Context: an optimization exercise on an open-source flow, tuned for small area. The choices shown serve that exercise and are no tape-out recipe.
The RTL was checked by simulation tests, not by an equivalence proof against the original design.
Power figures rest on the tool's default switching activity, not on a simulated workload.

==> v4: inputs <==
## axi_iops
module axi_iops #(
    parameter LFSR_INIT = 0,
    parameter ADDR_LEN  = 32,
    parameter DATA_LEN  = 64,
    parameter ID_LEN    = 6,
    parameter LEN_SIZE  = 4,  
    parameter TS_BITS   = 12  
) (
    input                   clock,
    input                   reset,
    input  [ID_LEN-1:0]     axi_bid,
    input  [1:0]            axi_bresp,
    input                   axi_bvalid,
    output                  axi_bready,
    output [ID_LEN-1:0]     axi_arid,
    output [ADDR_LEN-1:0]   axi_araddr,
    output [LEN_SIZE-1:0]   axi_arlen,
    output [2:0]            axi_arsize,
    output [1:0]            axi_arburst,
    output                  axi_arvalid,
    input                   axi_arready,
    input  [ID_LEN-1:0]     axi_rid,
    input  [DATA_LEN-1:0]   axi_rdata,
    input  [1:0]            axi_rresp,
    input                   axi_rlast,
    input                   axi_rvalid,
    output                  axi_rready,
    output [31:0]           iocount_period,
    input  [2:0]            debug_arsize,
    input  [LEN_SIZE-1:0]   debug_arlen,
    input                   debug_pause
);
localparam [11:0] TS_POL = 12'b1010_1010_1010;
reg  [11:0] tsq;
wire [11:0] ts      = tsq ^ TS_POL;
wire        ts_low0 = ~|ts[10:0];
wire        ts_zero = ts_low0 & ~ts[11];
wire        ts_fb   = ts[11] ^ ts[5] ^ ts[3] ^ ts[0] ^ ts_low0;
always @(posedge clock) begin
  ...
==> module axi_iops, before the edit <==
module axi_iops #(
    parameter LFSR_INIT = 0,
    parameter ADDR_LEN  = 32,
    parameter DATA_LEN  = 64,
    parameter ID_LEN    = 6,
    parameter LEN_SIZE  = 4,  
    parameter TS_BITS   = 12  
) (
    input                   clock,
    input                   reset,
    input  [ID_LEN-1:0]     axi_bid,
    input  [1:0]            axi_bresp,
    input                   axi_bvalid,
    output                  axi_bready,
    output [ID_LEN-1:0]     axi_arid,
    output [ADDR_LEN-1:0]   axi_araddr,
    output [LEN_SIZE-1:0]   axi_arlen,
    output [2:0]            axi_arsize,
    output [1:0]            axi_arburst,
    output                  axi_arvalid,
    input                   axi_arready,
    input  [ID_LEN-1:0]     axi_rid,
    input  [DATA_LEN-1:0]   axi_rdata,
    input  [1:0]            axi_rresp,
    input                   axi_rlast,
    input                   axi_rvalid,
    output                  axi_rready,
    output [31:0]           iocount_period,
    input  [2:0]            debug_arsize,
    input  [LEN_SIZE-1:0]   debug_arlen,
    input                   debug_pause
);
localparam [11:0] TS_POL = 12'b1010_1010_1010;
reg  [11:0] tsq;
wire [11:0] ts      = tsq ^ TS_POL;
wire        ts_low0 = ~|ts[10:0];
wire        ts_zero = ts_low0 & ~ts[11];
wire        ts_fb   = ts[11] ^ ts[5] ^ ts[3] ^ ts[0] ^ ts_low0;
always @(posedge clock) begin
    if (reset) tsq <= TS_POL;
    else       tsq <= {ts[10:0], ts_fb} ^ TS_POL;
end
reg  [12:0] io_count;
reg  [12:0] io_count_out;
wire        done = axi_rvalid & axi_rlast;
always @(posedge clock) begin
    if (reset) begin
        io_count     <= 13'd0;
        io_count_out <= 13'd0;
    end
    else begin
        io_count <= (ts_zero ? 13'd0 : io_count) + {12'd0, done};
        if (ts_zero) io_count_out <= io_count;
    end
end
assign iocount_period = {19'd0, io_count_out};
reg [32:1] lfsr;
wire lfsr_fb = ((lfsr[32] ^~ lfsr[22]) ^~ lfsr[2]) ^~ lfsr[1];
always @(posedge clock) begin
    if (reset) lfsr <= 32'd0;
    else       lfsr <= {lfsr[31:1], lfsr_fb};
end
reg [ID_LEN-1:0]   arid;
reg [ADDR_LEN-1:0] araddr;
reg [LEN_SIZE-1:0] arlen;
reg [2:0]          arsize;
reg                arvalid;
wire load  = ~arvalid | axi_arready;
wire issue = load & ~debug_pause;
always @(posedge clock) begin
    if (reset) begin
        arvalid <= 1'b0;
        arid    <= {ID_LEN{1'b0}};
    end
    else begin
        arvalid <= ~debug_pause | ~load;
        if (issue) arid <= arid + 1'b1;
    end
end
always @(posedge clock) begin
    if (load) begin
        araddr <= lfsr & ~((32'd1 << debug_arsize) - 32'd1);
        arlen  <= debug_arlen;
        arsize <= debug_arsize;
    end
end
assign axi_arid    = arid;
assign axi_araddr  = araddr;
assign axi_arlen   = arlen;
assign axi_arsize  = arsize;
assign axi_arburst = 2'b01;  
assign axi_arvalid = arvalid;
assign axi_bready = !reset;
assign axi_rready = !reset;
endmodule
clock: 3.0 ns
lec_check: 0
cap_margin: 20
core_margin: 2
core_utilization: 40
slew_margin: 20
standard.sh (not shown) runs the stock make flow with config.mk's settings and CLKGATE_MAP_FILE= SYNTH_SCRIPT=/design/flow/synth_recipe.tcl, a recipe that flattens the netlist after the stock synthesis.
==> flow/flow/run.sh <==
#!/bin/bash
# Standard ORFS flow (standard synthesis unchanged) with smaller port buffers
# and a leaner clock tree. Each tool's output lands in orfs/logs; make's own
# output goes to flow_make.log.
set -euo pipefail
bash standard.sh \
  "BUFFER_PORTS_ARGS=-buffer_cell sky130_fd_sc_hd__buf_1" \
  "CTS_ARGS=-sink_clustering_enable -repair_clock_nets -dont_use_dummy_load -buf_list sky130_fd_sc_hd__clkbuf_4" \
  finish > flow_make.log 2>&1
==> v14 (differences from v4) <==
--- a/flow/design.v
+++ b/flow/design.v
@@ -31,13 +31,11 @@
     input                   debug_pause
 );
-localparam [11:0] TS_POL = 12'b1010_1010_1010;
-reg  [11:0] tsq;
-wire [11:0] ts      = tsq ^ TS_POL;
+reg  [11:0] ts;
 wire        ts_low0 = ~|ts[10:0];
 wire        ts_zero = ts_low0 & ~ts[11];
 wire        ts_fb   = ts[11] ^ ts[5] ^ ts[3] ^ ts[0] ^ ts_low0;
 always @(posedge clock) begin
-    if (reset) tsq <= TS_POL;
-    else       tsq <= {ts[10:0], ts_fb} ^ TS_POL;
+    if (reset) ts <= 12'd0;
+    else       ts <= {ts[10:0], ts_fb};
 end
 reg  [12:0] io_count;
==> flow/run.sh (new file) <==
#!/bin/bash
# synth_recipe.tcl (not shown) runs the flow's synth.tcl, then flattens the netlist and writes it again
# the make line also repeats each setting of config.mk as NAME=value (left out here)
make -C /OpenROAD-flow-scripts/flow DESIGN_CONFIG=/design/flow/config.mk WORK_HOME=/design/flow/orfs CLKGATE_MAP_FILE= SYNTH_SCRIPT=/design/flow/synth_recipe.tcl finish
removed: flow/flow/run.sh
removed: flow/standard.sh
==> v2 (differences from v4) <==
==> flow/design.v (replaced) <==
module my_LFSR #(
    parameter LEN_BITS = 16,  
    parameter SEED = 0
) (
    input                   clock,
    input                   reset,
    output [LEN_BITS-1:0]   out
);
reg xnor_result;
reg [LEN_BITS:1] lfsr;
always @(*) begin
    case (LEN_BITS)
         3: xnor_result = lfsr[ 3] ^~ lfsr[ 2];
         4: xnor_result = lfsr[ 4] ^~ lfsr[ 3];
         5: xnor_result = lfsr[ 5] ^~ lfsr[ 3];
         6: xnor_result = lfsr[ 6] ^~ lfsr[ 5];
         7: xnor_result = lfsr[ 7] ^~ lfsr[ 6];
         8: xnor_result = lfsr[ 8] ^~ lfsr[ 6] ^~ lfsr[ 5] ^~ lfsr[ 4];
         9: xnor_result = lfsr[ 9] ^~ lfsr[ 5];
        10: xnor_result = lfsr[10] ^~ lfsr[ 7];
        11: xnor_result = lfsr[11] ^~ lfsr[ 9];
        12: xnor_result = lfsr[12] ^~ lfsr[ 6] ^~ lfsr[ 4] ^~ lfsr[ 1];
        13: xnor_result = lfsr[13] ^~ lfsr[ 4] ^~ lfsr[ 3] ^~ lfsr[ 1];
        14: xnor_result = lfsr[14] ^~ lfsr[ 5] ^~ lfsr[ 3] ^~ lfsr[ 1];
        15: xnor_result = lfsr[15] ^~ lfsr[14];
        16: xnor_result = lfsr[16] ^~ lfsr[15] ^~ lfsr[13] ^~ lfsr[ 4];
        17: xnor_result = lfsr[17] ^~ lfsr[14];
        18: xnor_result = lfsr[18] ^~ lfsr[11];
        19: xnor_result = lfsr[19] ^~ lfsr[ 6] ^~ lfsr[ 2] ^~ lfsr[ 1];
        20: xnor_result = lfsr[20] ^~ lfsr[17];
        21: xnor_result = lfsr[21] ^~ lfsr[19];
        22: xnor_result = lfsr[22] ^~ lfsr[21];
        23: xnor_result = lfsr[23] ^~ lfsr[18];
        24: xnor_result = lfsr[24] ^~ lfsr[23] ^~ lfsr[22] ^~ lfsr[17];
        25: xnor_result = lfsr[25] ^~ lfsr[22];
        26: xnor_result = lfsr[26] ^~ lfsr[ 6] ^~ lfsr[ 2] ^~ lfsr[ 1];
        27: xnor_result = lfsr[27] ^~ lfsr[ 5] ^~ lfsr[ 2] ^~ lfsr[ 1];
        28: xnor_result = lfsr[28] ^~ lfsr[25];
        29: xnor_result = lfsr[29] ^~ lfsr[27];
        30: xnor_result = lfsr[30] ^~ lfsr[ 6] ^~ lfsr[ 4] ^~ lfsr[ 1];
        31: xnor_result = lfsr[31] ^~ lfsr[28];
        32: xnor_result = lfsr[32] ^~ lfsr[22] ^~ lfsr[ 2] ^~ lfsr[ 1];
        33: xnor_result = lfsr[33] ^~ lfsr[20];
        34: xnor_result = lfsr[34] ^~ lfsr[27] ^~ lfsr[ 2] ^~ lfsr[ 1];
        35: xnor_result = lfsr[35] ^~ lfsr[33];
        36: xnor_result = lfsr[36] ^~ lfsr[25];
        default: $error("invalid LEN_BITS in LFSR");
    endcase
end
always @(posedge clock) begin
    if (reset) lfsr <= SEED;
    else lfsr <= {lfsr[LEN_BITS-1:1],xnor_result};
end
assign out = lfsr;
endmodule
module axi_iops #(
    parameter LFSR_INIT = 0,
    parameter ADDR_LEN  = 32,
    parameter DATA_LEN  = 64,
    parameter ID_LEN    = 6,
    parameter LEN_SIZE  = 4,  
    parameter TS_BITS   = 12  
) (
    input                   clock,
    input                   reset,
    input  [ID_LEN-1:0]     axi_bid,
    input  [1:0]            axi_bresp,
    input                   axi_bvalid,
    output                  axi_bready,
    output [ID_LEN-1:0]     axi_arid,
    output [ADDR_LEN-1:0]   axi_araddr,
    output [LEN_SIZE-1:0]   axi_arlen,
    output [2:0]            axi_arsize,
    output [1:0]            axi_arburst,
    output                  axi_arvalid,
    input                   axi_arready,
    input  [ID_LEN-1:0]     axi_rid,
    input  [DATA_LEN-1:0]   axi_rdata,
    input  [1:0]            axi_rresp,
    input                   axi_rlast,
    input                   axi_rvalid,
    output                  axi_rready,
    output [31:0]           iocount_period,
    input  [2:0]            debug_arsize,
    input  [LEN_SIZE-1:0]   debug_arlen,
    input                   debug_pause
);
reg [TS_BITS-1:0] timestamp;
reg [31:0] io_count;
reg [31:0] io_count_out;
assign iocount_period = io_count_out;
always @(posedge clock) begin : counting
    if (reset) begin
        timestamp <= 0;
        io_count <= 0;
        io_count_out <= 0;
    end
    else begin
        timestamp <= timestamp + 1;
        if (timestamp == 0) begin
            io_count_out <= io_count;
            io_count <= 0;
        end
        if (axi_rvalid && axi_rlast) begin
            io_count <= timestamp == 0 ? 1 : (io_count + 1);
        end
    end
end
wire [ADDR_LEN-1:0] lfsr_out;
my_LFSR #(
    .SEED(LFSR_INIT),
    .LEN_BITS(ADDR_LEN)
) lfsr_inst (
    .clock(clock),
    .reset(reset),
    .out(lfsr_out)
);
reg [ID_LEN-1:0] arid;
reg [ADDR_LEN-1:0] araddr;
reg [LEN_SIZE-1:0] arlen;
reg [2:0] arsize;
reg arvalid;
assign axi_arid = arid;
assign axi_araddr = araddr;
assign axi_arlen = arlen;
assign axi_arsize = arsize;
assign axi_arburst = 2'b01;  
assign axi_arvalid = arvalid;
always @(posedge clock) begin
    if (reset) begin
        arid <= 0;
        araddr <= 0;
        arlen <= 0;
        arsize <= 0;
        arvalid <= 0;
    end
    else begin
        if (!axi_arvalid && !debug_pause) begin
            arid <= arid + 1;
            araddr <= lfsr_out & ~((1<<debug_arsize)-1);
            arlen <= debug_arlen;
            arsize <= debug_arsize;
            arvalid <= 1'b1;
        end
        else begin
            if (axi_arready) begin
                if (debug_pause) arvalid <= 0;
                else begin
                    arid <= arid + 1;
                    araddr <= lfsr_out & ~((1<<debug_arsize)-1);
                    arlen <= debug_arlen;
                    arsize <= debug_arsize;
                    arvalid <= 1'b1;
                end
            end
        end
    end
end
assign axi_bready = !reset;
assign axi_rready = !reset;
endmodule
==> flow/run.sh (new file) <==
#!/bin/bash
# synth_recipe.tcl (not shown) runs the flow's synth.tcl, then flattens the netlist and writes it again
# the make line also repeats each setting of config.mk as NAME=value (left out here)
make -C /OpenROAD-flow-scripts/flow DESIGN_CONFIG=/design/flow/config.mk WORK_HOME=/design/flow/orfs CLKGATE_MAP_FILE= SYNTH_SCRIPT=/design/flow/synth_recipe.tcl finish
removed: flow/flow/run.sh
removed: flow/standard.sh
==> metrics.md <==
| Metric | Value |
|---|---|
| CP max FO | `12` |
| Post-Synth Simple-Gate Area | `24.0%` |
| Inst Count DP | `approximately 880` |
| Status | `finished clean` |
| Highest Clock Rate | `457 MHz` |
| Met2 wire length | `~5700 µm` |
-- figures above: v2

==> metrics.md <==
| Metric | Value |
|---|---|
| Status | `finished clean` |
| Critical R2R Capture | `io_count[12]$_SDFF_PP0_` |
| #MultiIn Comb | `209` |
| Highest Clock Rate | `~450 MHz` |
| Seq. pwr | `1680 µW` |
| Inst Count DP | `546` |
-- figures above: v4

==> metrics.md <==
| Metric | Value |
|---|---|
| Post-Synth Simple-Gate Area | `17.6%` |
| Status | `finished clean` |
| Inst Count DP | `roughly 550` |
| Highest Clock Rate | `467 MHz` |
| Worst hold path class | `flop to flop` |
| CP max FO | `10` |
| Met2 wire length | `3300 µm` |
-- figures above: v14

==> separate check: timing with driven ports <==
No port has a modelled driver above. Below, the same layouts with a new extraction and two added sets of constraints. Step 1 (the two cells are an assumption about what drives the block):
set clk [get_ports {clock}]
set_driving_cell -lib_cell sky130_fd_sc_hd__clkbuf_16 $clk
set_driving_cell -lib_cell sky130_fd_sc_hd__buf_2 [delete_from_list [all_inputs] $clk]
Step 2 moves the port delays by t, midway between the first and last clock arrival at a register: inputs arrive t later, outputs are due t later. That takes back most of the time a late clock gives input paths. Three values: ideal ports, drivers, drivers and shift; two values: the first two.
| run | shift t [ns] | setup slack, ns | slew at the worst register clock pin (ns) | worst slew at a driven data input, ns | cell pins on the clock port's net |
|---|---|---|---|---|---|
| v4 | 0.499 | 0.773 / 0.773 / 0.633 | 0.12 / 0.12 | 0.04 | 1 |
| v14 | 0.524 | 0.858 / 0.865 / 0.341 | 0.06 / 0.06 | 0.04 | 1 |
| v2 | 0.454 | 0.810 / 0.813 / 0.359 | 0.06 / 0.06 | 0.04 | 1 |
After both steps every run listed still meets setup and hold. The setup slack of v14, which loses most, moves by +0.007 ns with the drivers and by -0.517 ns with both steps.
